From an optimization exercise on the open Yosys and OpenROAD flow, aimed at small area and a short achievable clock period; shortcuts taken in it are not production practice.
Where RTL was checked, it was by simulation tests only, not by an equivalence proof against the original.
Function not checked in run 3: the RTL went through the layout flow alone.
No activity file was given, so power comes from the tool's default toggle rates.

[config.mk]
export PLATFORM = sky130hd
export DESIGN_NAME = alu
export DESIGN_NICKNAME = alu
export VERILOG_FILES = /design/flow/design.v
export SDC_FILE = /design/flow/constraint.sdc
export NUM_CORES = 4
export LEC_CHECK = 0
export CAP_MARGIN = 0
export CORE_MARGIN = 2
export CORE_UTILIZATION = 55
export CTS_BUF_LIST = sky130_fd_sc_hd__clkbuf_4 sky130_fd_sc_hd__clkbuf_8
export SETUP_SLACK_MARGIN = 5.0
export SLEW_MARGIN = 0
export TNS_END_PERCENT = 5
[constraint.sdc]
create_clock -name core_clock -period 10.0 [get_ports {i_clk}]
set_input_delay 2.0000 -clock core_clock [delete_from_list [all_inputs] [get_ports {i_clk}]]
set_output_delay 2.0000 -clock core_clock [all_outputs]
set_load 0.01 [all_outputs]
[design.v]
module alu (
    input               i_clk,
    input               i_rst_n,
    input               i_valid,
    input signed [11:0] i_data_a,
    input signed [11:0] i_data_b,
    input        [2:0]  i_inst,
    output              o_valid,
    output       [11:0] o_data,
    output              o_overflow
);
reg  [13:0] x_r, y_r;
reg         o_valid_r, ovf_r, abs_r, mac_r, run_r;
reg         f_0, f_m1, f_m2;
wire [11:0] o_data_w;
wire [14:0] zz  = {1'b0, x_r} + {1'b0, y_r};
wire        c_top = zz[14];
wire [2:0]  zm   = zz[13:11];
wire        hz   = c_top ? f_m1 : f_0;      
wire        ho1  = c_top ? f_m2 : f_m1;     
wire        m_ov = ~((hz & ~|zm) | (ho1 & &zm));
assign o_data_w   = zz[11:0];
assign o_valid    = o_valid_r;
assign o_data     = o_data_w & {12{run_r}};
assign o_overflow = (m_ov & ~abs_r & run_r) | ovf_r;
wire        is_mul    = (i_inst[2:1] == 2'b01);
wire        is_mac    = (i_inst == 3'b011);
wire        is_abs    = (i_inst == 3'b111);
wire        mul_en    = i_valid & is_mul;
wire        addsub_en = i_valid & (i_inst[2:1] == 2'b00);
wire        mean_en   = i_valid & (i_inst == 3'b110);
wire        acc_en    = mac_r & (is_mac | ~i_valid);
wire        ovf_old   = mac_r & (m_ov | ovf_r);
wire        sa   = i_data_a[11], sb = i_data_b[11];
wire [11:0] ra   = i_data_a ^ {12{sa}};
wire [11:0] rb   = i_data_b ^ {12{sb}};
wire [12:0] cmp  = {1'b0, ra} + {1'b0, ~rb} + {12'd0, sa & ~sb};
wire        a_ge = cmp[12];
reg  [11:0] oth;
always @(*) begin
  case (i_inst)
    3'b000:  oth = i_data_b;
    3'b001:  oth = ~i_data_b;                       
    3'b100:  oth = ~(i_data_a ^ i_data_b);
    3'b101:  oth = sa ? 12'd0 : i_data_a;
    3'b110:  oth = {sb, i_data_b[11:1]};            
    default: oth = a_ge ? ra : rb;                  
  endcase
end
wire [11:0] row   = acc_en ? o_data_w : (oth & {12{i_valid & ~is_mul}});
wire        row_c = i_valid & ((i_inst == 3'b001) | (is_abs & (a_ge ? sa : sb)));
wire        rnd   = mean_en ? i_data_b[0] : 1'b1;
wire one1;
wire two2;
wire neg3;
wire pp4;
wire pp5;
wire pp6;
wire pp7;
wire pp8;
wire pp9;
wire pp10;
wire pp11;
wire pp12;
wire pp13;
wire pp14;
wire pp15;
wire pp16;
wire one17;
wire two18;
wire neg19;
wire pp20;
wire pp21;
wire pp22;
wire pp23;
wire pp24;
wire pp25;
wire pp26;
wire pp27;
wire pp28;
wire pp29;
wire pp30;
wire pp31;
wire pp32;
wire one33;
wire two34;
wire neg35;
wire pp36;
wire pp37;
wire pp38;
wire pp39;
wire pp40;
wire pp41;
wire pp42;
wire pp43;
wire pp44;
wire pp45;
wire pp46;
wire pp47;
wire pp48;
wire one49;
wire two50;
wire neg51;
wire pp52;
wire pp53;
wire pp54;
wire pp55;
wire pp56;
wire pp57;
wire pp58;
wire pp59;
wire pp60;
wire pp61;
wire pp62;
wire pp63;
wire pp64;
wire one65;
wire two66;
wire neg67;
wire pp68;
wire pp69;
wire pp70;
wire pp71;
wire pp72;
wire pp73;
wire pp74;
wire pp75;
wire pp76;
wire pp77;
wire pp78;
wire pp79;
wire pp80;
wire one81;
wire two82;
wire neg83;
wire pp84;
wire pp85;
wire pp86;
wire pp87;
wire pp88;
wire pp89;
wire pp90;
wire pp91;
wire pp92;
wire pp93;
wire pp94;
wire pp95;
wire pp96;
wire s97;
wire c98;
wire s99;
wire c100;
wire s101;
wire c102;
wire s103;
wire c104;
wire s105;
wire c106;
wire s107;
wire c108;
wire s109;
wire c110;
wire s111;
wire c112;
wire s113;
wire c114;
wire s115;
wire c116;
wire s117;
wire c118;
wire s119;
wire c120;
wire s121;
wire c122;
wire s123;
wire c124;
wire s125;
wire c126;
wire s127;
wire c128;
wire s129;
wire c130;
wire s131;
wire c132;
wire s133;
wire c134;
wire s135;
wire c136;
wire s137;
wire c138;
wire s139;
wire c140;
wire s141;
wire c142;
wire s143;
wire c144;
wire s145;
wire c146;
wire s147;
wire c148;
wire s149;
wire c150;
wire s151;
wire c152;
wire s153;
wire c154;
wire s155;
wire c156;
wire s157;
wire c158;
wire s159;
wire c160;
wire s161;
wire c162;
wire s163;
wire c164;
wire s165;
wire c166;
wire s167;
wire c168;
wire s169;
wire c170;
wire s171;
wire c172;
wire s173;
wire c174;
wire s175;
wire c176;
wire s177;
wire c178;
wire s179;
wire c180;
wire s181;
wire c182;
wire s183;
wire c184;
wire s185;
wire c186;
wire s187;
wire c188;
wire s189;
wire c190;
wire s191;
wire c192;
wire s193;
wire c194;
wire s195;
wire c196;
wire s197;
wire c198;
wire s199;
wire c200;
wire s201;
wire c202;
wire s203;
wire c204;
wire s205;
wire c206;
wire s207;
wire c208;
wire s209;
wire c210;
wire s211;
wire c212;
wire s213;
wire c214;
wire s215;
wire c216;
wire s217;
wire c218;
wire s219;
wire c220;
wire s221;
wire c222;
wire s223;
wire c224;
wire s225;
wire c226;
wire s227;
wire c228;
wire s229;
wire c230;
wire s231;
wire c232;
wire s233;
wire c234;
wire s235;
wire c236;
wire s237;
wire c238;
wire s239;
wire c240;
wire s241;
wire c242;
wire s243;
wire c244;
wire s245;
wire c246;
wire s247;
wire c248;
wire s249;
wire c250;
wire s251;
wire c252;
assign one1 = mul_en & (i_data_b[0] ^ 1'b0);
assign two2 = mul_en & ((i_data_b[1] & ~i_data_b[0] & ~1'b0) | (~i_data_b[1] & i_data_b[0] & 1'b0));
assign neg3 = mul_en & (i_data_b[1] & ~(i_data_b[0] & 1'b0));
assign pp4 = (i_data_a[0] & one1) ^ neg3;
assign pp5 = ((i_data_a[1] & one1) | (i_data_a[0] & two2)) ^ neg3;
assign pp6 = ((i_data_a[2] & one1) | (i_data_a[1] & two2)) ^ neg3;
assign pp7 = ((i_data_a[3] & one1) | (i_data_a[2] & two2)) ^ neg3;
assign pp8 = ((i_data_a[4] & one1) | (i_data_a[3] & two2)) ^ neg3;
assign pp9 = ((i_data_a[5] & one1) | (i_data_a[4] & two2)) ^ neg3;
assign pp10 = ((i_data_a[6] & one1) | (i_data_a[5] & two2)) ^ neg3;
assign pp11 = ((i_data_a[7] & one1) | (i_data_a[6] & two2)) ^ neg3;
assign pp12 = ((i_data_a[8] & one1) | (i_data_a[7] & two2)) ^ neg3;
assign pp13 = ((i_data_a[9] & one1) | (i_data_a[8] & two2)) ^ neg3;
assign pp14 = ((i_data_a[10] & one1) | (i_data_a[9] & two2)) ^ neg3;
assign pp15 = ((i_data_a[11] & one1) | (i_data_a[10] & two2)) ^ neg3;
assign pp16 = ~(((i_data_a[11] & one1) | (i_data_a[11] & two2)) ^ neg3);
assign one17 = mul_en & (i_data_b[2] ^ i_data_b[1]);
assign two18 = mul_en & ((i_data_b[3] & ~i_data_b[2] & ~i_data_b[1]) | (~i_data_b[3] & i_data_b[2] & i_data_b[1]));
assign neg19 = mul_en & (i_data_b[3] & ~(i_data_b[2] & i_data_b[1]));
assign pp20 = (i_data_a[0] & one17) ^ neg19;
assign pp21 = ((i_data_a[1] & one17) | (i_data_a[0] & two18)) ^ neg19;
assign pp22 = ((i_data_a[2] & one17) | (i_data_a[1] & two18)) ^ neg19;
assign pp23 = ((i_data_a[3] & one17) | (i_data_a[2] & two18)) ^ neg19;
assign pp24 = ((i_data_a[4] & one17) | (i_data_a[3] & two18)) ^ neg19;
assign pp25 = ((i_data_a[5] & one17) | (i_data_a[4] & two18)) ^ neg19;
assign pp26 = ((i_data_a[6] & one17) | (i_data_a[5] & two18)) ^ neg19;
assign pp27 = ((i_data_a[7] & one17) | (i_data_a[6] & two18)) ^ neg19;
assign pp28 = ((i_data_a[8] & one17) | (i_data_a[7] & two18)) ^ neg19;
assign pp29 = ((i_data_a[9] & one17) | (i_data_a[8] & two18)) ^ neg19;
assign pp30 = ((i_data_a[10] & one17) | (i_data_a[9] & two18)) ^ neg19;
assign pp31 = ((i_data_a[11] & one17) | (i_data_a[10] & two18)) ^ neg19;
assign pp32 = ~(((i_data_a[11] & one17) | (i_data_a[11] & two18)) ^ neg19);
assign one33 = (mul_en & (i_data_b[4] ^ i_data_b[3])) | mean_en;
assign two34 = (mul_en & ((i_data_b[5] & ~i_data_b[4] & ~i_data_b[3]) | (~i_data_b[5] & i_data_b[4] & i_data_b[3]))) | addsub_en;
assign neg35 = mul_en & (i_data_b[5] & ~(i_data_b[4] & i_data_b[3]));
assign pp36 = (i_data_a[0] & one33) ^ neg35;
assign pp37 = ((i_data_a[1] & one33) | (i_data_a[0] & two34)) ^ neg35;
assign pp38 = ((i_data_a[2] & one33) | (i_data_a[1] & two34)) ^ neg35;
assign pp39 = ((i_data_a[3] & one33) | (i_data_a[2] & two34)) ^ neg35;
assign pp40 = ((i_data_a[4] & one33) | (i_data_a[3] & two34)) ^ neg35;
assign pp41 = ((i_data_a[5] & one33) | (i_data_a[4] & two34)) ^ neg35;
assign pp42 = ((i_data_a[6] & one33) | (i_data_a[5] & two34)) ^ neg35;
assign pp43 = ((i_data_a[7] & one33) | (i_data_a[6] & two34)) ^ neg35;
assign pp44 = ((i_data_a[8] & one33) | (i_data_a[7] & two34)) ^ neg35;
assign pp45 = ((i_data_a[9] & one33) | (i_data_a[8] & two34)) ^ neg35;
assign pp46 = ((i_data_a[10] & one33) | (i_data_a[9] & two34)) ^ neg35;
assign pp47 = ((i_data_a[11] & one33) | (i_data_a[10] & two34)) ^ neg35;
assign pp48 = ~(((i_data_a[11] & one33) | (i_data_a[11] & two34)) ^ neg35);
assign one49 = mul_en & (i_data_b[6] ^ i_data_b[5]);
assign two50 = mul_en & ((i_data_b[7] & ~i_data_b[6] & ~i_data_b[5]) | (~i_data_b[7] & i_data_b[6] & i_data_b[5]));
assign neg51 = mul_en & (i_data_b[7] & ~(i_data_b[6] & i_data_b[5]));
assign pp52 = (i_data_a[0] & one49) ^ neg51;
assign pp53 = ((i_data_a[1] & one49) | (i_data_a[0] & two50)) ^ neg51;
assign pp54 = ((i_data_a[2] & one49) | (i_data_a[1] & two50)) ^ neg51;
assign pp55 = ((i_data_a[3] & one49) | (i_data_a[2] & two50)) ^ neg51;
assign pp56 = ((i_data_a[4] & one49) | (i_data_a[3] & two50)) ^ neg51;
assign pp57 = ((i_data_a[5] & one49) | (i_data_a[4] & two50)) ^ neg51;
assign pp58 = ((i_data_a[6] & one49) | (i_data_a[5] & two50)) ^ neg51;
assign pp59 = ((i_data_a[7] & one49) | (i_data_a[6] & two50)) ^ neg51;
assign pp60 = ((i_data_a[8] & one49) | (i_data_a[7] & two50)) ^ neg51;
assign pp61 = ((i_data_a[9] & one49) | (i_data_a[8] & two50)) ^ neg51;
assign pp62 = ((i_data_a[10] & one49) | (i_data_a[9] & two50)) ^ neg51;
assign pp63 = ((i_data_a[11] & one49) | (i_data_a[10] & two50)) ^ neg51;
assign pp64 = ~(((i_data_a[11] & one49) | (i_data_a[11] & two50)) ^ neg51);
assign one65 = mul_en & (i_data_b[8] ^ i_data_b[7]);
assign two66 = mul_en & ((i_data_b[9] & ~i_data_b[8] & ~i_data_b[7]) | (~i_data_b[9] & i_data_b[8] & i_data_b[7]));
assign neg67 = mul_en & (i_data_b[9] & ~(i_data_b[8] & i_data_b[7]));
assign pp68 = (i_data_a[0] & one65) ^ neg67;
assign pp69 = ((i_data_a[1] & one65) | (i_data_a[0] & two66)) ^ neg67;
assign pp70 = ((i_data_a[2] & one65) | (i_data_a[1] & two66)) ^ neg67;
assign pp71 = ((i_data_a[3] & one65) | (i_data_a[2] & two66)) ^ neg67;
assign pp72 = ((i_data_a[4] & one65) | (i_data_a[3] & two66)) ^ neg67;
assign pp73 = ((i_data_a[5] & one65) | (i_data_a[4] & two66)) ^ neg67;
assign pp74 = ((i_data_a[6] & one65) | (i_data_a[5] & two66)) ^ neg67;
assign pp75 = ((i_data_a[7] & one65) | (i_data_a[6] & two66)) ^ neg67;
assign pp76 = ((i_data_a[8] & one65) | (i_data_a[7] & two66)) ^ neg67;
assign pp77 = ((i_data_a[9] & one65) | (i_data_a[8] & two66)) ^ neg67;
assign pp78 = ((i_data_a[10] & one65) | (i_data_a[9] & two66)) ^ neg67;
assign pp79 = ((i_data_a[11] & one65) | (i_data_a[10] & two66)) ^ neg67;
assign pp80 = ~(((i_data_a[11] & one65) | (i_data_a[11] & two66)) ^ neg67);
assign one81 = mul_en & (i_data_b[10] ^ i_data_b[9]);
assign two82 = mul_en & ((i_data_b[11] & ~i_data_b[10] & ~i_data_b[9]) | (~i_data_b[11] & i_data_b[10] & i_data_b[9]));
assign neg83 = mul_en & (i_data_b[11] & ~(i_data_b[10] & i_data_b[9]));
assign pp84 = (i_data_a[0] & one81) ^ neg83;
assign pp85 = ((i_data_a[1] & one81) | (i_data_a[0] & two82)) ^ neg83;
assign pp86 = ((i_data_a[2] & one81) | (i_data_a[1] & two82)) ^ neg83;
assign pp87 = ((i_data_a[3] & one81) | (i_data_a[2] & two82)) ^ neg83;
assign pp88 = ((i_data_a[4] & one81) | (i_data_a[3] & two82)) ^ neg83;
assign pp89 = ((i_data_a[5] & one81) | (i_data_a[4] & two82)) ^ neg83;
assign pp90 = ((i_data_a[6] & one81) | (i_data_a[5] & two82)) ^ neg83;
assign pp91 = ((i_data_a[7] & one81) | (i_data_a[6] & two82)) ^ neg83;
assign pp92 = ((i_data_a[8] & one81) | (i_data_a[7] & two82)) ^ neg83;
assign pp93 = ((i_data_a[9] & one81) | (i_data_a[8] & two82)) ^ neg83;
assign pp94 = ((i_data_a[10] & one81) | (i_data_a[9] & two82)) ^ neg83;
assign pp95 = ((i_data_a[11] & one81) | (i_data_a[10] & two82)) ^ neg83;
assign pp96 = ~(((i_data_a[11] & one81) | (i_data_a[11] & two82)) ^ neg83);
assign s97 = neg3 ^ pp4;
assign c98 = neg3 & pp4;
assign s99 = pp5 ^ c98;
assign c100 = pp5 & c98;
assign s101 = neg19 ^ pp20 ^ pp6;
assign c102 = (neg19 & pp20) | (pp6 & (neg19 ^ pp20));
assign s103 = c100 ^ s101;
assign c104 = c100 & s101;
assign s105 = pp21 ^ pp7 ^ c102;
assign c106 = (pp21 & pp7) | (c102 & (pp21 ^ pp7));
assign s107 = c104 ^ s105;
assign c108 = c104 & s105;
assign s109 = rnd ^ neg35 ^ pp22;
assign c110 = (rnd & neg35) | (pp22 & (rnd ^ neg35));
assign s111 = pp36 ^ pp8 ^ s109;
assign c112 = (pp36 & pp8) | (s109 & (pp36 ^ pp8));
assign s113 = c106 ^ s111 ^ c108;
assign c114 = (c106 & s111) | (c108 & (c106 ^ s111));
assign s115 = pp23 ^ pp37 ^ pp9;
assign c116 = (pp23 & pp37) | (pp9 & (pp23 ^ pp37));
assign s117 = c110 ^ s115 ^ c112;
assign c118 = (c110 & s115) | (c112 & (c110 ^ s115));
assign s119 = row[0] ^ row_c ^ s117;
assign c120 = (row[0] & row_c) | (s117 & (row[0] ^ row_c));
assign s121 = neg51 ^ pp10 ^ pp24;
assign c122 = (neg51 & pp10) | (pp24 & (neg51 ^ pp10));
assign s123 = pp38 ^ pp52 ^ c116;
assign c124 = (pp38 & pp52) | (c116 & (pp38 ^ pp52));
assign s125 = s121 ^ s123 ^ row[1];
assign c126 = (s121 & s123) | (row[1] & (s121 ^ s123));
assign s127 = c118 ^ s125;
assign c128 = c118 & s125;
assign s129 = pp11 ^ pp25 ^ pp39;
assign c130 = (pp11 & pp25) | (pp39 & (pp11 ^ pp25));
assign s131 = pp53 ^ c122 ^ s129;
assign c132 = (pp53 & c122) | (s129 & (pp53 ^ c122));
assign s133 = c124 ^ s131 ^ row[2];
assign c134 = (c124 & s131) | (row[2] & (c124 ^ s131));
assign s135 = c126 ^ s133;
assign c136 = c126 & s133;
assign s137 = neg67 ^ pp12 ^ pp26;
assign c138 = (neg67 & pp12) | (pp26 & (neg67 ^ pp12));
assign s139 = pp40 ^ pp54 ^ pp68;
assign c140 = (pp40 & pp54) | (pp68 & (pp40 ^ pp54));
assign s141 = c130 ^ s137 ^ s139;
assign c142 = (c130 & s137) | (s139 & (c130 ^ s137));
assign s143 = c132 ^ s141 ^ row[3];
assign c144 = (c132 & s141) | (row[3] & (c132 ^ s141));
assign s145 = c134 ^ s143;
assign c146 = c134 & s143;
assign s147 = pp13 ^ pp27 ^ pp41;
assign c148 = (pp13 & pp27) | (pp41 & (pp13 ^ pp27));
assign s149 = pp55 ^ pp69 ^ c138;
assign c150 = (pp55 & pp69) | (c138 & (pp55 ^ pp69));
assign s151 = c140 ^ s147 ^ s149;
assign c152 = (c140 & s147) | (s149 & (c140 ^ s147));
assign s153 = c142 ^ row[4] ^ s151;
assign c154 = (c142 & row[4]) | (s151 & (c142 ^ row[4]));
assign s155 = c144 ^ s153;
assign c156 = c144 & s153;
assign s157 = neg83 ^ pp14 ^ pp28;
assign c158 = (neg83 & pp14) | (pp28 & (neg83 ^ pp14));
assign s159 = pp42 ^ pp56 ^ pp70;
assign c160 = (pp42 & pp56) | (pp70 & (pp42 ^ pp56));
assign s161 = pp84 ^ c148 ^ s157;
assign c162 = (pp84 & c148) | (s157 & (pp84 ^ c148));
assign s163 = s159 ^ c150 ^ s161;
assign c164 = (s159 & c150) | (s161 & (s159 ^ c150));
assign s165 = row[5] ^ c152 ^ s163;
assign c166 = (row[5] & c152) | (s163 & (row[5] ^ c152));
assign s167 = c154 ^ s165;
assign c168 = c154 & s165;
assign s169 = pp15 ^ pp29 ^ pp43;
assign c170 = (pp15 & pp29) | (pp43 & (pp15 ^ pp29));
assign s171 = pp57 ^ pp71 ^ pp85;
assign c172 = (pp57 & pp71) | (pp85 & (pp57 ^ pp71));
assign s173 = c158 ^ c160 ^ s169;
assign c174 = (c158 & c160) | (s169 & (c158 ^ c160));
assign s175 = s171 ^ c162 ^ s173;
assign c176 = (s171 & c162) | (s173 & (s171 ^ c162));
assign s177 = row[6] ^ c164 ^ s175;
assign c178 = (row[6] & c164) | (s175 & (row[6] ^ c164));
assign s179 = c166 ^ s177;
assign c180 = c166 & s177;
assign s181 = 1'b1 ^ pp16 ^ pp30;
assign c182 = (1'b1 & pp16) | (pp30 & (1'b1 ^ pp16));
assign s183 = pp44 ^ pp58 ^ pp72;
assign c184 = (pp44 & pp58) | (pp72 & (pp44 ^ pp58));
assign s185 = pp86 ^ c170 ^ c172;
assign c186 = (pp86 & c170) | (c172 & (pp86 ^ c170));
assign s187 = s181 ^ s183 ^ s185;
assign c188 = (s181 & s183) | (s185 & (s181 ^ s183));
assign s189 = c174 ^ row[7] ^ s187;
assign c190 = (c174 & row[7]) | (s187 & (c174 ^ row[7]));
assign s191 = c176 ^ s189 ^ c178;
assign c192 = (c176 & s189) | (c178 & (c176 ^ s189));
assign s193 = 1'b1 ^ pp31 ^ pp45;
assign c194 = (1'b1 & pp31) | (pp45 & (1'b1 ^ pp31));
assign s195 = pp59 ^ pp73 ^ pp87;
assign c196 = (pp59 & pp73) | (pp87 & (pp59 ^ pp73));
assign s197 = c182 ^ c184 ^ s193;
assign c198 = (c182 & c184) | (s193 & (c182 ^ c184));
assign s199 = s195 ^ c186 ^ s197;
assign c200 = (s195 & c186) | (s197 & (s195 ^ c186));
assign s201 = row[8] ^ c188 ^ s199;
assign c202 = (row[8] & c188) | (s199 & (row[8] ^ c188));
assign s203 = c190 ^ s201;
assign c204 = c190 & s201;
assign s205 = pp32 ^ pp46 ^ pp60;
assign c206 = (pp32 & pp46) | (pp60 & (pp32 ^ pp46));
assign s207 = pp74 ^ pp88 ^ c194;
assign c208 = (pp74 & pp88) | (c194 & (pp74 ^ pp88));
assign s209 = c196 ^ s205 ^ s207;
assign c210 = (c196 & s205) | (s207 & (c196 ^ s205));
assign s211 = c198 ^ row[9] ^ s209;
assign c212 = (c198 & row[9]) | (s209 & (c198 ^ row[9]));
assign s213 = c200 ^ s211 ^ c202;
assign c214 = (c200 & s211) | (c202 & (c200 ^ s211));
assign s215 = 1'b1 ^ pp47 ^ pp61;
assign c216 = (1'b1 & pp47) | (pp61 & (1'b1 ^ pp47));
assign s217 = pp75 ^ pp89 ^ c206;
assign c218 = (pp75 & pp89) | (c206 & (pp75 ^ pp89));
assign s219 = s215 ^ c208 ^ s217;
assign c220 = (s215 & c208) | (s217 & (s215 ^ c208));
assign s221 = row[10] ^ c210 ^ s219;
assign c222 = (row[10] & c210) | (s219 & (row[10] ^ c210));
assign s223 = c212 ^ s221;
assign c224 = c212 & s221;
assign s225 = 1'b1 ^ pp48 ^ pp62;
assign c226 = (1'b1 & pp48) | (pp62 & (1'b1 ^ pp48));
assign s227 = pp76 ^ pp90 ^ c216;
assign c228 = (pp76 & pp90) | (c216 & (pp76 ^ pp90));
assign s229 = s225 ^ c218 ^ s227;
assign c230 = (s225 & c218) | (s227 & (s225 ^ c218));
assign s231 = ~row[11] ^ c220 ^ s229;
assign c232 = (~row[11] & c220) | (s229 & (~row[11] ^ c220));
assign s233 = c222 ^ s231;
assign c234 = c222 & s231;
assign s235 = pp63 ^ pp77 ^ pp91;
assign c236 = (pp63 & pp77) | (pp91 & (pp63 ^ pp77));
assign s237 = c226 ^ s235 ^ c228;
assign c238 = (c226 & s235) | (c228 & (c226 ^ s235));
assign s239 = c230 ^ s237 ^ c232;
assign c240 = (c230 & s237) | (c232 & (c230 ^ s237));
assign s241 = pp64 ^ pp78 ^ pp92;
assign c242 = (pp64 & pp78) | (pp92 & (pp64 ^ pp78));
assign s243 = c236 ^ s241 ^ c238;
assign c244 = (c236 & s241) | (c238 & (c236 ^ s241));
assign s245 = 1'b1 ^ pp79 ^ pp93;
assign c246 = (1'b1 & pp79) | (pp93 & (1'b1 ^ pp79));
assign s247 = c242 ^ s245;
assign c248 = c242 & s245;
assign s249 = pp80 ^ pp94 ^ c246;
assign c250 = (pp80 & pp94) | (c246 & (pp80 ^ pp94));
assign s251 = 1'b1 ^ pp95;
assign c252 = 1'b1 & pp95;
wire [4:0] tx = {1'b1, pp96, s251, c248, s247};
wire [4:0] ty = {1'b0, c252, c250, s249, c244};
wire [4:0] tp = tx ^ ty, to = tx | ty, ta = tx & ty;
wire        f0_d  = ~tp[0] & (&(tp[4:1] ~^ to[3:0]));
wire        fm1_d =  tp[0] & (&(tp[4:1] ~^ ~ta[3:0]));
wire        fm2_d = ~tp[0] & (tp[1] ~^ ~to[0]) & (&(tp[4:2] ~^ ~ta[3:1]));
always @(posedge i_clk) begin
  x_r  <= {s243, c234, c224, s223, c204, s203, c180, c168, c156, c146, c136, c128, c120, c114};
  y_r  <= {c240, s239, s233, c214, s213, c192, s191, s179, s167, s155, s145, s135, s127, s119};
  f_0  <= f0_d;
  f_m1 <= fm1_d;
  f_m2 <= fm2_d;
end
always @(posedge i_clk or negedge i_rst_n) begin
  if (~i_rst_n) begin
    o_valid_r <= 1'b0;
    run_r     <= 1'b0;
    ovf_r     <= 1'b0;
    abs_r     <= 1'b0;
    mac_r     <= 1'b0;
  end else begin
    o_valid_r <= i_valid;
    run_r     <= 1'b1;
    abs_r     <= is_abs;
    if (i_valid) begin
      mac_r <= is_mac;
      ovf_r <= is_mac & ovf_old;
    end else begin
      ovf_r <= ovf_old;
    end
  end
end
endmodule
[flow/run.sh]
#!/bin/bash
# The standard layout, with these changes: the port buffers are buf_2 cells;
# after synthesis flow/fapol.py flips full-adder cells (a full adder is
# self-dual) where that removes inverters between them, and flow/faxor.py
# then builds each full adder from two xor2 gates and a maj3 gate, whose sum
# path is faster than the fa cell's. Registers are untouched.
set -euo pipefail
export BUFFER_PORTS_ARGS="-buffer_cell sky130_fd_sc_hd__buf_2"
R=orfs/results/sky130hd/alu/base
bash standard.sh synth > synth.log 2>&1
python3 flow/fapol.py $R/1_2_yosys.v > fapol.log 2>&1
python3 flow/faxor.py $R/1_2_yosys.v > faxor.log 2>&1
rm -f $R/1_synth.odb $R/1_synth.sdc
bash standard.sh > standard.log 2>&1
[flow/fapol.py]
#!/usr/bin/env python3
"""Remove inverters around full-adder cells in a Yosys netlist.

A full adder is self-dual: FA(~a, ~b, ~c) = (~sum, ~cout).  Synthesis maps
adders with arbitrary input and output polarity and leaves inverters between
them.  This pass flips full adders (inverts all three inputs and both outputs)
when that lowers the number of inverters, and rewrites the netlist in place.
It changes no register and no function.
usage: fapol.py netlist.v"""
import re, sys, collections

path = sys.argv[1]
text = open(path).read()
cell_re = re.compile(r'^(\s*)(sky130_fd_sc_hd__\w+)\s+(\S+)\s*\((.*?)\);\n', re.S | re.M)
pin_re = re.compile(r'\.(\w+)\(([^()]*)\)')

cells = {}      # name -> [type, {pin: net}]
order = []
for m in cell_re.finditer(text):
    typ, name, body = m.group(2), m.group(3), m.group(4)
    cells[name] = [typ, {p: n.strip() for p, n in pin_re.findall(body)}]
    order.append(name)

OUT = {'X', 'Y', 'SUM', 'COUT', 'Q', 'Q_N', 'HI', 'LO'}
def is_inv(n): return re.match(r'sky130_fd_sc_hd__(clk)?inv_\d+$', cells[n][0]) is not None
def is_fa(n): return re.match(r'sky130_fd_sc_hd__fa_\d+$', cells[n][0]) is not None

hdr = text[:text.index(');') + 2]
ports = set()
for m in re.finditer(r'^\s*(input|output)\s+(\[\d+:\d+\]\s+)?(\S+);', text, re.M):
    ports.add(m.group(3))
def is_port(net):
    return net.split('[')[0].strip() in ports or net.startswith("1'")

def build():
    drv, loads = {}, collections.defaultdict(list)
    for n, (t, pins) in cells.items():
        for p, net in pins.items():
            if p in OUT: drv[net] = (n, p)
            else: loads[net].append((n, p))
    return drv, loads

newcnt = [0]
def newnet():
    newcnt[0] += 1
    return f'_fapol{newcnt[0]}_'
new_wires = []

def inv_of(net, drv, loads):
    """an existing inverter whose input is net"""
    for (n, p) in loads[net]:
        if is_inv(n) and p == 'A': return n
    return None

def cost_flip(f, drv, loads):
    t, pins = cells[f]
    d = 0
    for p in ('A', 'B', 'CIN'):
        x = pins[p]
        src = drv.get(x)
        if src and is_inv(src[0]):
            d -= 1 if len(loads[x]) == 1 else 0
        elif inv_of(x, drv, loads) is None:
            d += 1
    for p in ('SUM', 'COUT'):
        y = pins[p]
        ls = loads[y]
        invs = [n for n, q in ls if is_inv(n)]
        others = len(ls) - len(invs) + (1 if is_port(y) else 0)
        d -= len(invs)
        if others: d += 1
    return d

def flip(f, drv, loads):
    t, pins = cells[f]
    for p in ('A', 'B', 'CIN'):
        x = pins[p]
        src = drv.get(x)
        if src and is_inv(src[0]):
            pins[p] = cells[src[0]][1]['A']
        else:
            i = inv_of(x, drv, loads)
            if i is None:
                y = newnet(); new_wires.append(y)
                i = f'_fapolinv{newcnt[0]}_'
                cells[i] = ['sky130_fd_sc_hd__inv_1', {'A': x, 'Y': y}]
                order.append(i)
            pins[p] = cells[i][1]['Y']
    for p in ('SUM', 'COUT'):
        y = pins[p]
        ls = list(loads[y])
        y2 = newnet(); new_wires.append(y2)
        pins[p] = y2
        others = False
        for n, q in ls:
            if is_inv(n) and q == 'A':
                # this inverter's output equals y2: move its loads to y2
                z = cells[n][1]['Y']
                if is_port(z):
                    cells[n][1]['A'] = y2     # keep as buffer-free inverter? no: z = ~y = y2
                    # z must equal y2; drive z with a buffer-like pair is not needed:
                    # keep inverter fed by original y instead
                    cells[n][1]['A'] = y
                    others = True
                    continue
                for n2, q2 in loads[z]:
                    cells[n2][1][q2] = y2
                del cells[n]
            else:
                others = True
        if others or is_port(y):
            i = f'_fapolinv{newcnt[0]}_o{p}'
            cells[i] = ['sky130_fd_sc_hd__inv_1', {'A': y2, 'Y': y}]
            order.append(i)

changed = True
passes = 0
nflip = 0
while changed and passes < 50:
    changed = False
    passes += 1
    for f in list(order):
        if f not in cells or not is_fa(f): continue
        drv, loads = build()
        if cost_flip(f, drv, loads) < 0:
            flip(f, drv, loads)
            nflip += 1
            changed = True
    # drop inverters with no loads
    drv, loads = build()
    for n in list(cells):
        if is_inv(n):
            y = cells[n][1]['Y']
            if not loads[y] and not is_port(y):
                del cells[n]

before = sum(1 for l in cell_re.finditer(text) if re.match(r'sky130_fd_sc_hd__(clk)?inv_\d+$', l.group(2)))
after = sum(1 for n in cells if is_inv(n))
sys.stderr.write(f'fapol: {nflip} flips, inverters {before} -> {after}\n')

# rewrite
out = []
pos = 0
first = None
for m in cell_re.finditer(text):
    if first is None: first = m.start()
    last = m.end()
body = text[first:last]
lines = []
for n in order:
    if n not in cells: continue
    t, pins = cells[n]
    conn = ',\n'.join(f'    .{p}({net}' + (' )' if net.startswith('\\') else ')') for p, net in pins.items())
    lines.append(f'  {t} {n} (\n{conn}\n  );\n')
decl = ''.join(f'  wire {w};\n' for w in new_wires)
text2 = text[:first] + decl + ''.join(lines) + text[last:]
open(path, 'w').write(text2)
[flow/faxor.py]
#!/usr/bin/env python3
"""Replace full-adder cells by two XOR gates and a majority gate.

The sum output of sky130's fa cell is slow; two xor2 gates give the sum
faster, and a maj3 gate gives the carry.  The function is unchanged and no
register is touched.  usage: faxor.py netlist.v"""
import re, sys

path = sys.argv[1]
text = open(path).read()
cell_re = re.compile(r'^(\s*)(sky130_fd_sc_hd__fa_\d+)\s+(\S+)\s*\((.*?)\);\n', re.S | re.M)
pin_re = re.compile(r'\.(\w+)\(([^()]*)\)')
wires = []
n = [0]

def net(x):
    return x + (' ' if x.startswith('\\') else '')

def repl(m):
    ind, typ, name, body = m.groups()
    pins = {p: v.strip() for p, v in pin_re.findall(body)}
    n[0] += 1
    t = f'_faxor{n[0]}_'
    wires.append(t)
    out = ''
    if pins.get('SUM'):
        out += f'{ind}sky130_fd_sc_hd__xor2_1 _faxa{n[0]}_ (.A({net(pins["A"])}), .B({net(pins["B"])}), .X({t}));\n'
        out += f'{ind}sky130_fd_sc_hd__xor2_1 _faxb{n[0]}_ (.A({t}), .B({net(pins["CIN"])}), .X({net(pins["SUM"])}));\n'
    if pins.get('COUT'):
        out += f'{ind}sky130_fd_sc_hd__maj3_1 _faxc{n[0]}_ (.A({net(pins["A"])}), .B({net(pins["B"])}), .C({net(pins["CIN"])}), .X({net(pins["COUT"])}));\n'
    return out

text2 = cell_re.sub(repl, text)
# declare the new wires after the module header's port list
i = text2.index(');', text2.index('module ')) + 2
text2 = text2[:i] + '\n' + ''.join(f'  wire {w};\n' for w in wires) + text2[i:]
open(path, 'w').write(text2)
sys.stderr.write(f'faxor: {n[0]} full adders replaced\n')
[standard.sh]
#!/bin/bash
# synth_recipe.tcl (not shown) runs the flow's synth.tcl, then flattens the netlist and writes it again
# the make line also repeats each setting of config.mk as NAME=value (left out here)
make -C /OpenROAD-flow-scripts/flow DESIGN_CONFIG=/design/flow/config.mk WORK_HOME=/design/flow/orfs CLKGATE_MAP_FILE= SYNTH_SCRIPT=/design/flow/synth_recipe.tcl "${@:-finish}"
==> impl_metrics.json, run 1 <==
{
  "finalSetupViolCount": 0,
  "crit_start": "i_data_b[3]",
  "reg2reg_slack_ns": 6.85,
  "drtIter0Drc": 475,
  "dp.final_hpwl_um": 15750,
  "status": "finished clean",
  "die_x_um": 116.5,
  "crit_arrival_ns": 5.24,
  "final-instance-count-excl-fill": 1134,
  "cts_buffer_depth": 2,
  "cp-start-kind": "input port",
  "hold_viol": 0,
  "area_growth_pct": 15.55,
  "grt_max_degree": 42,
  "drv_cap": 0,
  "powerDensity_nw_per_um2": 135.9,
  "clock-sinks": 36,
  "critPathMaxFanout": 7,
  "hold_path_class": "reg2reg",
  "required_ns": 10.24,
  "crit_path_end_kind": "flop",
  "crit_chain": "clkbuf_4 -> inv_2 -> nor3_1 -> a21oi_1 -> a21oi_2 -> buf_6 -> buf_4 -> a22oi_1 -> xor2_1 -> maj3_1 -> maj3_1 -> xor2_1 -> xor2_1 -> buf_4 -> buf_4 -> maj3_1 -> inv_1",
  "period_share_pct": 49.93,
  "die_area_sq_um": 13570,
  "boundaryPins": 44,
  "die_h_um": 116.5,
  "wl_per_cell_um": 18.69,
  "fin_skew_ns": 0.01406,
  "syn_area_sq_um": 6960,
  "place_inst": 1081,
  "maxSlewHeadroom_pct": 40.45,
  "layout-drive-gt1-share_pct": 16.11,
  "initial_utilization_pct": 55.84,
  "gp_congestion": 0.9133,
  "cts_tree": "built",
  "reg2reg_to": "y_r[10]$_DFF_P_",
  "route.detailed.drc": 0,
  "port_buffers": 43,
  "cts_root_buffer": "clkbuf_8",
  "postRouteAntennaNets": 0,
  "antenna_cells": 0,
  "reg2regPathDepth": 13,
  "yosys_warnings": 1,
  "routed_via_density": 6.020,
  "grt_antenna_before_repair": 0,
  "dr.pass1.iters": 5,
  "multi_input_area_sq_um": 5995,
  "synth_nets": 1018,
  "regArea_sq_um": 745.7,
  "crit_slowest_cell": "maj3_1",
  "fin_nets": 1059,
  "syn-instance-count": 920,
  "wirelength_um": 21190,
  "grt_first_pass_wirelength_um": 32150,
  "clk_latency_ns": 0.30,
  "grt.total_usage_pct": 30.51,
  "coreArea_sq_um": 12470,
  "numCtsBuffers": 5,
  "fin_crit_ns": 4.993,
  "synth.avg_cell_area_sq_um": 7.566,
  "fmax_mhz": 200.3,
  "worst_ir_drop_vdd_mv": 0.06209,
  "slew_viol_final": 0,
  "crit-reg2reg-launch": "x_r[2]$_DFF_P_",
  "clk_pin_slew_ns": 0.08,
  "h-tree-depth": 2,
  "cpPeakStageDelay_ns": 0.42,
  "endpoint": "y_r[10]$_DFF_P_",
  "fillers": 1129,
  "tightest_slew_ns": 0.8932,
  "grt_pass1_vias": 6201,
  "rsz0062_at_grt": "yes",
  "finalSetupTns_ns": 0,
  "critPathKind": "in2reg",
  "overflow": 0,
  "dr_total_vias": 6827,
  "p_leak_uw": 0.003441,
  "hold_buffers": 0,
  "num_rows": 41
}
-- registers in the layout, indices dropped and copies added (netlist names) --
signal / cells
abs_r: 1
y_r: 14
f_0: 1
o_valid_r: 1
mac_r: 1
run_r: 1
ovf_r: 1
f_m1: 1
f_m2: 1
x_r: 14
-- power by group --
| group | internal [uW] | total [uW] | switching, uW |
|---|---|---|---|
| clock network | 58.7 | 113 | 53.8 |
| registers | 190 | 209 | 19.3 |
| logic | 317 | 771 | 454 |
-- worst max-delay path, delay by kind of cell --
| family | cells | cell delay, ns |
|---|---|---|
| AO/OA/AOI/OAI | 3 | 0.36 |
| AND/OR/NAND/NOR | 1 | 0.19 |
| adder cells (fa/ha/maj) | 3 | 1.15 |
| XOR/XNOR | 3 | 0.58 |
| buffers and inverters | 7 | 0.93 |
-- layout make-up --
| type | count | share of cell area [%] |
|---|---|---|
| inverters | 73 | 3.609 |
| multi-input cells | 752 | 74.53 |
| well taps | 172 | 2.676 |
| flip-flops and latches | 36 | 9.272 |
| clock inverters | 1 | 0.09334 |
| clock buffers | 7 | 1.120 |
| repair buffers | 93 | 8.696 |
-- layout by cell type, fill, tap and decap left out, drive strengths merged, types with 6 or more instances in the layout --
cell	count
dfxtp	31
a21o	18
maj3	57
o22ai	7
xor2	166
and3	9
clkbuf	12
o221ai	6
inv	72
nor2	41
a211oi	8
a21oi	50
buf	88
a22oi	57
and2	9
o21ai	55
a21boi	8
nand3	27
nor3	16
ha	68
nand2b	10
nand2	54
xnor2	37
-- stage by stage --
stage | total power, uW | util (%) | worst slack [ns] | hold WS, ns | area (sq um)
2_1_floorplan | 746.8 | - | 4.984 | 0.5155 | 7057
3_3_place_gp | 892.7 | 58.10 | 3.917 | 0.5552 | 7242
3_5_place_dp | 916.6 | 58.10 | 3.779 | 0.5736 | 7242
4_1_cts | 1053 | 61.20 | 4.985 | 0.5822 | 7629
5_1_grt | 1185 | 64.52 | 4.925 | 0.5936 | 8043
6_report | 1093 | 64.52 | 5.007 | 0.5820 | 8043
-- what timing repair did --
item | CTS | global route
setup endpoints to repair | 32 | 31
gates cloned | 0 | 2
pin swaps | 8 | 22
gates resized for setup | 31 | 48
setup buffers | 20 | 23
-- metal layers --
metal | part of all wire, % | track usage (%)
met2 | 47 | 50.62
met3 | 6.5 | 2.283
met5 | 0 | 0
met4 | 2.2 | 9.683
met1 | 44 | 42.20
-- worst min path at each step --
stage | to | startpoint | slack (ns) | cells past startpoint
CTS | mac_r$_DFFE_PN0P_ | mac_r$_DFFE_PN0P_ | 0.58 | 2
floorplan | mac_r$_DFFE_PN0P_ | mac_r$_DFFE_PN0P_ | 0.52 | 2
global placement | mac_r$_DFFE_PN0P_ | mac_r$_DFFE_PN0P_ | 0.56 | 2
global route | mac_r$_DFFE_PN0P_ | mac_r$_DFFE_PN0P_ | 0.59 | 2
detailed placement | mac_r$_DFFE_PN0P_ | mac_r$_DFFE_PN0P_ | 0.57 | 2
finish | mac_r$_DFFE_PN0P_ | mac_r$_DFFE_PN0P_ | 0.58 | 2
==> run 2: changes to the inputs <==
--- a/flow/run.sh
+++ b/flow/run.sh
@@ -4,3 +4,4 @@
 # self-dual) where that removes inverters between them, and flow/faxor.py
-# then builds each full adder from two xor2 gates and a maj3 gate, whose sum
+# then builds each full adder from two xor2 gates and a maj3 gate (and each
+# half adder from an xor2 and an and2 gate), whose sum
 # path is faster than the fa cell's. Registers are untouched.
@@ -11,3 +12,3 @@
 python3 flow/fapol.py $R/1_2_yosys.v > fapol.log 2>&1
-python3 flow/faxor.py $R/1_2_yosys.v > faxor.log 2>&1
+python3 flow/faxor.py $R/1_2_yosys.v --ha > faxor.log 2>&1
 rm -f $R/1_synth.odb $R/1_synth.sdc
--- a/flow/faxor.py
+++ b/flow/faxor.py
@@ -1,3 +1,4 @@
 #!/usr/bin/env python3
-"""Replace full-adder cells by two XOR gates and a majority gate.
+"""Replace full-adder cells by two XOR gates and a majority gate (and, with
+--ha, half-adder cells by an XOR and an AND gate).
 
@@ -8,3 +9,5 @@
 
-path = sys.argv[1]
+args = [a for a in sys.argv[1:] if not a.startswith('--')]
+path = args[0]
+do_ha = '--ha' in sys.argv
 text = open(path).read()
@@ -33,2 +36,16 @@
 text2 = cell_re.sub(repl, text)
+nh = [0]
+def repl_ha(m):
+    ind, typ, name, body = m.groups()
+    pins = {p: v.strip() for p, v in pin_re.findall(body)}
+    nh[0] += 1
+    out = ''
+    if pins.get('SUM'):
+        out += f'{ind}sky130_fd_sc_hd__xor2_1 _haxa{nh[0]}_ (.A({net(pins["A"])}), .B({net(pins["B"])}), .X({net(pins["SUM"])}));\n'
+    if pins.get('COUT'):
+        out += f'{ind}sky130_fd_sc_hd__and2_1 _haxc{nh[0]}_ (.A({net(pins["A"])}), .B({net(pins["B"])}), .X({net(pins["COUT"])}));\n'
+    return out
+if do_ha:
+    ha_re = re.compile(r'^(\s*)(sky130_fd_sc_hd__ha_\d+)\s+(\S+)\s*\((.*?)\);\n', re.S | re.M)
+    text2 = ha_re.sub(repl_ha, text2)
 # declare the new wires after the module header's port list
@@ -37,2 +54,2 @@
 open(path, 'w').write(text2)
-sys.stderr.write(f'faxor: {n[0]} full adders replaced\n')
+sys.stderr.write(f'faxor: {n[0]} full adders replaced' + (f', {nh[0]} half adders' if do_ha else '') + '\n')
--- a/config.mk
+++ b/config.mk
@@ -9,3 +9,3 @@
 export CORE_MARGIN = 2
-export CORE_UTILIZATION = 55
+export CORE_UTILIZATION = 40
 export CTS_BUF_LIST = sky130_fd_sc_hd__clkbuf_4 sky130_fd_sc_hd__clkbuf_8
==> impl_metrics.json, run 2 <==
{
  "fillers": 1762,
  "p_leak_uw": 0.003360,
  "num_rows": 48,
  "wirelength_um": 20910,
  "initial_utilization_pct": 40.97,
  "cpPeakStageDelay_ns": 0.41,
  "timing.critical_path.buf_inv": 6,
  "grt.total_usage_pct": 21.77,
  "cp-start-kind": "input port",
  "grt_first_pass_wirelength_um": 32350,
  "grt_antenna_before_repair": 0,
  "die_area_sq_um": 18800,
  "multi_input_area_sq_um": 6075,
  "h-tree-depth": 2,
  "hold_buffers": 0,
  "slew_viol_final": 0,
  "cpLargestDelayFamily": "adder cells",
  "postRouteAntennaNets": 0,
  "mostFrequentLayoutCells": "xor2_1, and2_1, inv_1, a22oi_1, o21ai_0",
  "critPathKind": "in2reg",
  "overflow": 0,
  "worst_ir_drop_vdd_mv": 0.1026,
  "route.detailed.drc": 0,
  "powerDensity_nw_per_um2": 130.6,
  "regArea_sq_um": 745.7,
  "crit_slowest_cell": "maj3_1",
  "coreArea_sq_um": 17300,
  "setup_slack_ns": 5.107,
  "cts_buffer_depth": 2,
  "critPathMaxFanout": 28,
  "fin_crit_ns": 4.893,
  "cp.depth": 16,
  "dp.final_hpwl_um": 15120,
  "fin_skew_ns": 0.01069,
  "layout_commonest_cell": "xor2_1",
  "synth.avg_cell_area_sq_um": 7.209,
  "cts_root_buffer": "clkbuf_8",
  "cts_tree": "built",
  "status": "finished clean",
  "tightest_slew_ns": 0.8223,
  "hold_path_class": "reg2reg",
  "finalSetupViolCount": 0,
  "cpMostUsedCell": "xor2_1",
  "required_ns": 10.24,
  "layout-drive-gt1-share_pct": 15.33,
  "hold_ws_ns": 0.5719,
  "routed_via_density": 5.432,
  "drtIter0Drc": 356,
  "dr_wl_met3_um": 1153,
  "top_regs": "x_r (14), y_r (14)",
  "period_share_pct": 48.93,
  "wl_met1_um": 9827,
  "yosys_warnings": 1,
  "clk_latency_ns": 0.29,
  "clock-sinks": 36,
  "drv_cap": 0,
  "syn_area_sq_um": 7087,
  "clk_pin_slew_ns": 0.07,
  "antenna_cells": 0,
  "wl_per_cell_um": 16.74,
  "maxSlewHeadroom_pct": 45.18,
  "reg2regPathDepth": 10,
  "die_x_um": 137.1,
  "die_h_um": 137.1,
  "syn-instance-count": 983,
  "dr_total_vias": 6784,
  "area_growth_pct": 15.02,
  "crit_chain": "buf_12 -> inv_2 -> nor2_4 -> nand2_8 -> buf_12 -> nor3_4 -> buf_4 -> xor2_1 -> maj3_1 -> xor2_1 -> xor2_1 -> buf_4 -> xor2_1 -> maj3_2 -> maj3_1 -> inv_1",
  "crit_arrival_ns": 5.13,
  "preCtsSetupSlack_ns": 3.796,
  "boundaryPins": 44,
  "port_buffers": 43,
  "hold_path_depth": 2,
  "grt_pass1_vias": 6120,
  "hold_viol": 0,
  "grt_max_degree": 42,
  "maxUsedRoutingLayer": "met4",
  "rsz0062_at_grt": "yes",
  "wl_met2_um": 9501,
  "crit_path_end_kind": "flop",
  "finalSetupTns_ns": 0,
  "fmax_mhz": 204.4,
  "numCtsBuffers": 5,
  "gp_congestion": 0.8371,
  "synth_nets": 1013,
  "dr.pass1.iters": 7,
  "fin_nets": 1053
}
==> run 2: changes by cell type in the layout (fill, tap and decap cells not counted), sizes merged <==
cell      delta
clkbuf       -3
clkinv       +3
xor2        +63
and2        +68
ha          -68
buf          -1
clkinvlp     +2
inv          -2
==> run 2: through the flow <==
| step | area (sq um) | power (uW) | utilization, % | cells |
|---|---|---|---|---|
| finish | 8152 | 1064 | 47.13 | 1249 |
| CTS | 7782 | 1036 | 44.99 | 1226 |
| global placement | 7453 | 914.4 | 43.09 | 1198 |
| global route | 8152 | 1161 | 47.13 | 1249 |
| detailed placement | 7453 | 924.4 | 43.09 | 1198 |
| floorplan | 7197 | 778.3 | - | 983 |
==> run 2: repair_timing <==
| action | 4_1_cts | 5_1_grt |
|---|---|---|
| cloned | 1 | 2 |
| buffers inserted | 19 | 21 |
| pin swaps | 7 | 19 |
| resized for setup | 18 | 45 |
| endpoints found under the setup margin | 32 | 31 |
==> run 2: where the power goes <==
| part | switching [uW] | internal (uW) |
|---|---|---|
| clock | 51.2 | 48.5 |
| combinational | 442 | 306 |
| sequential | 26.3 | 190 |
==> run 2: metal layers <==
metal  track usage, %  up-vias
li1                 -     3399
met1            30.98     3127
met2            34.83      218
met3            2.111       40
met4            5.956        0
met5                0        -
==> run 2: layout make-up <==
cell class,instances,share of cell area (%)
clock buffer,5,0.8442
clock inverter,3,0.2302
inverter,73,3.500
multi-input combinational,815,74.52
sequential,36,9.148
tap,225,3.454
timing repair buffer,91,8.243
timing repair inverter,1,0.06140
==> run 2: final timing paths <==
path	slack (ns)	end	from
max	5.11	y_r[10]$_DFF_P_	i_inst[1]
min	0.57	mac_r$_DFFE_PN0P_	mac_r$_DFFE_PN0P_
max reg2reg	6.90	y_r[13]$_DFF_P_	y_r[2]$_DFF_P_
min reg2reg	0.57	mac_r$_DFFE_PN0P_	mac_r$_DFFE_PN0P_
max in group asynchronous	8.33	mac_r$_DFFE_PN0P_	i_rst_n
min in group asynchronous	1.52	ovf_r$_DFF_PN0_	i_rst_n
==> run 2: worst min-delay path, stage by stage, from the launching register on <==
cell and delay (ns):
dfrtp_1 0.38, inv_1 0.07, o21ai_0 0.07
==> run 3: changes to the inputs <==
--- a/design.v
+++ b/design.v
@@ -36,4 +36,35 @@
 wire [11:0] rb   = i_data_b ^ {12{sb}};
-wire [12:0] cmp  = {1'b0, ra} + {1'b0, ~rb} + {12'd0, sa & ~sb};
-wire        a_ge = cmp[12];
+wire [11:0] cg = ra & ~rb;
+wire [11:0] ct = ra | ~rb;
+wire        cg0 = cg[0] | (ct[0] & sa & ~sb);
+wire        pg1 = cg[1] | (ct[1] & cg0);
+wire        pg2 = cg[3] | (ct[3] & cg[2]);
+wire        pt2 = ct[3] & ct[2];
+wire        pg3 = cg[5] | (ct[5] & cg[4]);
+wire        pt3 = ct[5] & ct[4];
+wire        pg4 = cg[7] | (ct[7] & cg[6]);
+wire        pt4 = ct[7] & ct[6];
+wire        pg5 = cg[9] | (ct[9] & cg[8]);
+wire        pt5 = ct[9] & ct[8];
+wire        pg6 = cg[11] | (ct[11] & cg[10]);
+wire        pt6 = ct[11] & ct[10];
+wire        pg7 = cg[2] | (ct[2] & pg1);
+wire        pg8 = pg2 | (pt2 & pg1);
+wire        pg9 = cg[6] | (ct[6] & pg3);
+wire        pt9 = ct[6] & pt3;
+wire        pg10 = pg4 | (pt4 & pg3);
+wire        pt10 = pt4 & pt3;
+wire        pg11 = cg[10] | (ct[10] & pg5);
+wire        pt11 = ct[10] & pt5;
+wire        pg12 = pg6 | (pt6 & pg5);
+wire        pt12 = pt6 & pt5;
+wire        pg13 = cg[4] | (ct[4] & pg8);
+wire        pg14 = pg3 | (pt3 & pg8);
+wire        pg15 = pg9 | (pt9 & pg8);
+wire        pg16 = pg10 | (pt10 & pg8);
+wire        pg17 = cg[8] | (ct[8] & pg16);
+wire        pg18 = pg5 | (pt5 & pg16);
+wire        pg19 = pg11 | (pt11 & pg16);
+wire        pg20 = pg12 | (pt12 & pg16);
+wire        a_ge = pg20;
 reg  [11:0] oth;
--- a/flow/run.sh
+++ b/flow/run.sh
@@ -4,4 +4,3 @@
 # self-dual) where that removes inverters between them, and flow/faxor.py
-# then builds each full adder from two xor2 gates and a maj3 gate (and each
-# half adder from an xor2 and an and2 gate), whose sum
+# then builds each full adder from two xor2 gates and a maj3 gate, whose sum
 # path is faster than the fa cell's. Registers are untouched.
@@ -12,3 +11,3 @@
 python3 flow/fapol.py $R/1_2_yosys.v > fapol.log 2>&1
-python3 flow/faxor.py $R/1_2_yosys.v --ha > faxor.log 2>&1
+python3 flow/faxor.py $R/1_2_yosys.v > faxor.log 2>&1
 rm -f $R/1_synth.odb $R/1_synth.sdc
--- a/flow/faxor.py
+++ b/flow/faxor.py
@@ -1,4 +1,3 @@
 #!/usr/bin/env python3
-"""Replace full-adder cells by two XOR gates and a majority gate (and, with
---ha, half-adder cells by an XOR and an AND gate).
+"""Replace full-adder cells by two XOR gates and a majority gate.
 
@@ -9,5 +8,3 @@
 
-args = [a for a in sys.argv[1:] if not a.startswith('--')]
-path = args[0]
-do_ha = '--ha' in sys.argv
+path = sys.argv[1]
 text = open(path).read()
@@ -36,16 +33,2 @@
 text2 = cell_re.sub(repl, text)
-nh = [0]
-def repl_ha(m):
-    ind, typ, name, body = m.groups()
-    pins = {p: v.strip() for p, v in pin_re.findall(body)}
-    nh[0] += 1
-    out = ''
-    if pins.get('SUM'):
-        out += f'{ind}sky130_fd_sc_hd__xor2_1 _haxa{nh[0]}_ (.A({net(pins["A"])}), .B({net(pins["B"])}), .X({net(pins["SUM"])}));\n'
-    if pins.get('COUT'):
-        out += f'{ind}sky130_fd_sc_hd__and2_1 _haxc{nh[0]}_ (.A({net(pins["A"])}), .B({net(pins["B"])}), .X({net(pins["COUT"])}));\n'
-    return out
-if do_ha:
-    ha_re = re.compile(r'^(\s*)(sky130_fd_sc_hd__ha_\d+)\s+(\S+)\s*\((.*?)\);\n', re.S | re.M)
-    text2 = ha_re.sub(repl_ha, text2)
 # declare the new wires after the module header's port list
@@ -54,2 +37,2 @@
 open(path, 'w').write(text2)
-sys.stderr.write(f'faxor: {n[0]} full adders replaced' + (f', {nh[0]} half adders' if do_ha else '') + '\n')
+sys.stderr.write(f'faxor: {n[0]} full adders replaced\n')
==> impl_metrics.json, run 3 <==
{
  "syn_area_sq_um": 7171,
  "period_share_pct": 51.18,
  "grt_antenna_before_repair": 0,
  "grt.total_usage_pct": 22.37,
  "h-tree-depth": 2,
  "port_buffers": 43,
  "place_area_sq_um": 7506,
  "hold_viol": 0,
  "mostFrequentLayoutCells": "xor2_1, buf_4, a22oi_1, inv_1, nand2_1",
  "cts_tree": "built",
  "layout_commonest_cell": "xor2_1",
  "postRouteAntennaNets": 0,
  "critPathKind": "in2reg",
  "maxSlewHeadroom_pct": 17.49,
  "top_usage_layer": "met2",
  "finalSetupTns_ns": 0,
  "multi_input_area_sq_um": 6341,
  "endpoint": "y_r[7]$_DFF_P_",
  "reg2regPathDepth": 14,
  "synth.avg_cell_area_sq_um": 7.628,
  "wirelength_um": 22260,
  "fin_skew_ns": 0.007521,
  "boundaryPins": 44,
  "overflow": 0,
  "hold_path_class": "reg2reg",
  "fin_nets": 1090,
  "final_cell_area_sq_um": 8725,
  "numCtsBuffers": 5,
  "gp_congestion": 0.8934,
  "cts_buffer_depth": 2,
  "yosys_warnings": 1,
  "antenna_cells": 0,
  "fillers": 1666,
  "hold_ws_ns": 0.4958,
  "combPwrFrac_pct": 70.3,
  "power.switching_uw": 500.4,
  "clk_pin_slew_ns": 0.07,
  "crit_path_end_kind": "flop",
  "clkPwrFrac_pct": 10.3,
  "crit_start": "i_inst[1]",
  "cts_root_buffer": "clkbuf_8",
  "worst_ir_drop_vdd_mv": 0.1261,
  "rsz0062_at_grt": "yes",
  "grtUsageMet1_pct": 32.17,
  "syn-instance-count": 940,
  "regArea_sq_um": 747.0,
  "dr.pass1.iters": 6,
  "top_regs": "x_r (14), y_r (14)",
  "routed_via_density": 5.867,
  "tightest_slew_ns": 1.238,
  "drtIter0Drc": 657,
  "initial_utilization_pct": 41.17,
  "hold_buffers": 0,
  "sw_frac_of_total_pct": 46.59,
  "route.detailed.drc": 0,
  "crit-reg2reg-launch": "x_r[3]$_DFF_P_",
  "dp.final_hpwl_um": 15810,
  "reg2reg_slack_ns": 6.38,
  "setup_slack_ns": 4.882,
  "status": "finished clean",
  "grtUsageMet3_pct": 3.838,
  "grt_pass1_vias": 6080,
  "dr_total_vias": 7216,
  "use_met2_pct": 34.85,
  "cp-start-kind": "input port",
  "layout-drive-gt1-share_pct": 20.30,
  "area_growth_pct": 21.67,
  "intPower_uw": 573.6,
  "grt_first_pass_wirelength_um": 32890,
  "wl_per_cell_um": 18.09,
  "die_area_sq_um": 19010,
  "clk_latency_ns": 0.28,
  "preCtsSetupSlack_ns": 3.603,
  "clock-sinks": 36,
  "grt_max_degree": 35,
  "holdCritStartpoint": "ovf_r$_DFF_PN0_",
  "critPathMaxFanout": 12,
  "num_rows": 48,
  "required_ns": 10.19,
  "fmax_mhz": 195.4,
  "synth_nets": 1026,
  "powerDensity_nw_per_um2": 123.1,
  "die_h_um": 137.9,
  "slew_viol_final": 0,
  "die_x_um": 137.9,
  "drv_cap": 0,
  "p_leak_uw": 0.003576,
  "power_frac_seq_pct": 19.4,
  "coreArea_sq_um": 17420,
  "crit_arrival_ns": 5.30,
  "finalSetupViolCount": 0,
  "reg2reg_to": "y_r[9]$_DFF_P_",
  "fin_crit_ns": 5.118
}
-- run 3: cell types whose count changed in the layout (fill, tap and decap cells not counted), sizes merged, moves of 9 or more --
cell / previous run / this run
a21o: 18 / 5
a21oi: 50 / 34
and2: 77 / 20
buf: 87 / 116
ha: 0 / 56
inv: 70 / 59
nand3: 27 / 15
o211ai: 3 / 14
o21ai: 55 / 46
xor2: 229 / 169
-- run 3: worst min-delay path by stage --
stage,end,slack [ns],cells after the start
finish,ovf_r$_DFF_PN0_,0.50,1
global route,ovf_r$_DFF_PN0_,0.52,1
CTS,ovf_r$_DFF_PN0_,0.50,1
detailed placement,ovf_r$_DFF_PN0_,0.48,1
global placement,ovf_r$_DFF_PN0_,0.47,1
floorplan,ovf_r$_DFF_PN0_,0.46,1
-- run 3: final cells by class --
cell class	instances	share of cell area, %
Sequential cell	36	8.562
Multi-Input combinational cell	777	72.68
Timing Repair Buffer	119	11.29
Inverter	65	3.126
Clock buffer	8	1.119
Tap cell	225	3.227
-- run 3: repair_timing --
action	4_1_cts	5_1_grt
setup buffers	29	41
gates cloned	2	1
pin swaps	15	55
endpoints found under the setup margin	32	31
hold endpoints to repair	0	0
resized for setup	50	67
-- run 3: through the flow --
| stage | total power, uW | util [%] | std cells |
|---|---|---|---|
| finish | 1074 | 50.09 | 1230 |
| global route | 1165 | 50.09 | 1230 |
| CTS | 1037 | 46.16 | 1188 |
| detailed placement | 886.1 | 43.10 | 1149 |
| global placement | 880.9 | 43.10 | 1149 |
| floorplan | 726.5 | - | 940 |
-- run 3: layer usage --
| layer | wire length [um] | up-vias |
|---|---|---|
| met3 | 2108 | 33 |
| met5 | 0 | - |
| li1 | - | 3478 |
| met2 | 9855 | 310 |
| met4 | 382 | 0 |
| met1 | 9909 | 3395 |
-- run 3: worst max-delay path, stage by stage --
cell,delay [ns]
buf_16,0.12
clkinvlp_4,0.16
nor2_4,0.21
nand2_4,0.13
buf_12,0.16
a21oi_4,0.17
a22oi_2,0.08
xor2_1,0.19
maj3_2,0.38
xor2_2,0.19
xor2_1,0.25
xor2_1,0.21
xor2_1,0.23
xor2_1,0.19
xor2_1,0.23
xor2_1,0.19
xor2_1,0.16
inv_1,0.05
-- run 3: power by group through the flow --
| stage | Combinational, uW | Clock (uW) | Sequential [uW] |
|---|---|---|---|
| after global routing | 832 | 120 | 214 |
| after global placement | 670 | 0 | 210 |
| after CTS | 712 | 115 | 210 |
| after detailed placement | 675 | 0 | 211 |
| final | 755 | 111 | 209 |
| after floorplan | 522 | 0 | 205 |

## what the ideal ports hide
No port has a modelled driver above. Below, the same layouts with a new extraction and two added sets of constraints.
Step 1 assumes that a clkbuf_16 drives the clock port and a buf_2 every other input.
Step 2, shift: input delay + t, output delay - t, t = (earliest + latest rising clock arrival at the registers) / 2. This alone moves slack from input paths to output paths.
Slacks: ideal / step 1 / step 2; pairs: ideal / step 1.
| run | t (ns) | slack for setup (ns) | hold WS [ns] | worst register clock-pin slew, ns | cell pins on the clock port's net |
|---|---|---|---|---|---|
| run 1 | 0.330 | 5.007 / 5.017 / 4.687 | 0.582 / 0.582 / 0.582 | 0.08 / 0.08 | 1 |
| run 2 | 0.315 | 5.107 / 5.074 / 4.759 | 0.572 / 0.572 / 0.572 | 0.07 / 0.07 | 1 |
| run 3 | 0.313 | 4.882 / 4.761 / 4.448 | 0.496 / 0.496 / 0.496 | 0.07 / 0.07 | 1 |
After both steps every run listed still meets setup and hold. For run 3, which loses most, drivers alone change the setup slack by -0.121 ns; drivers and shift together by -0.434 ns.
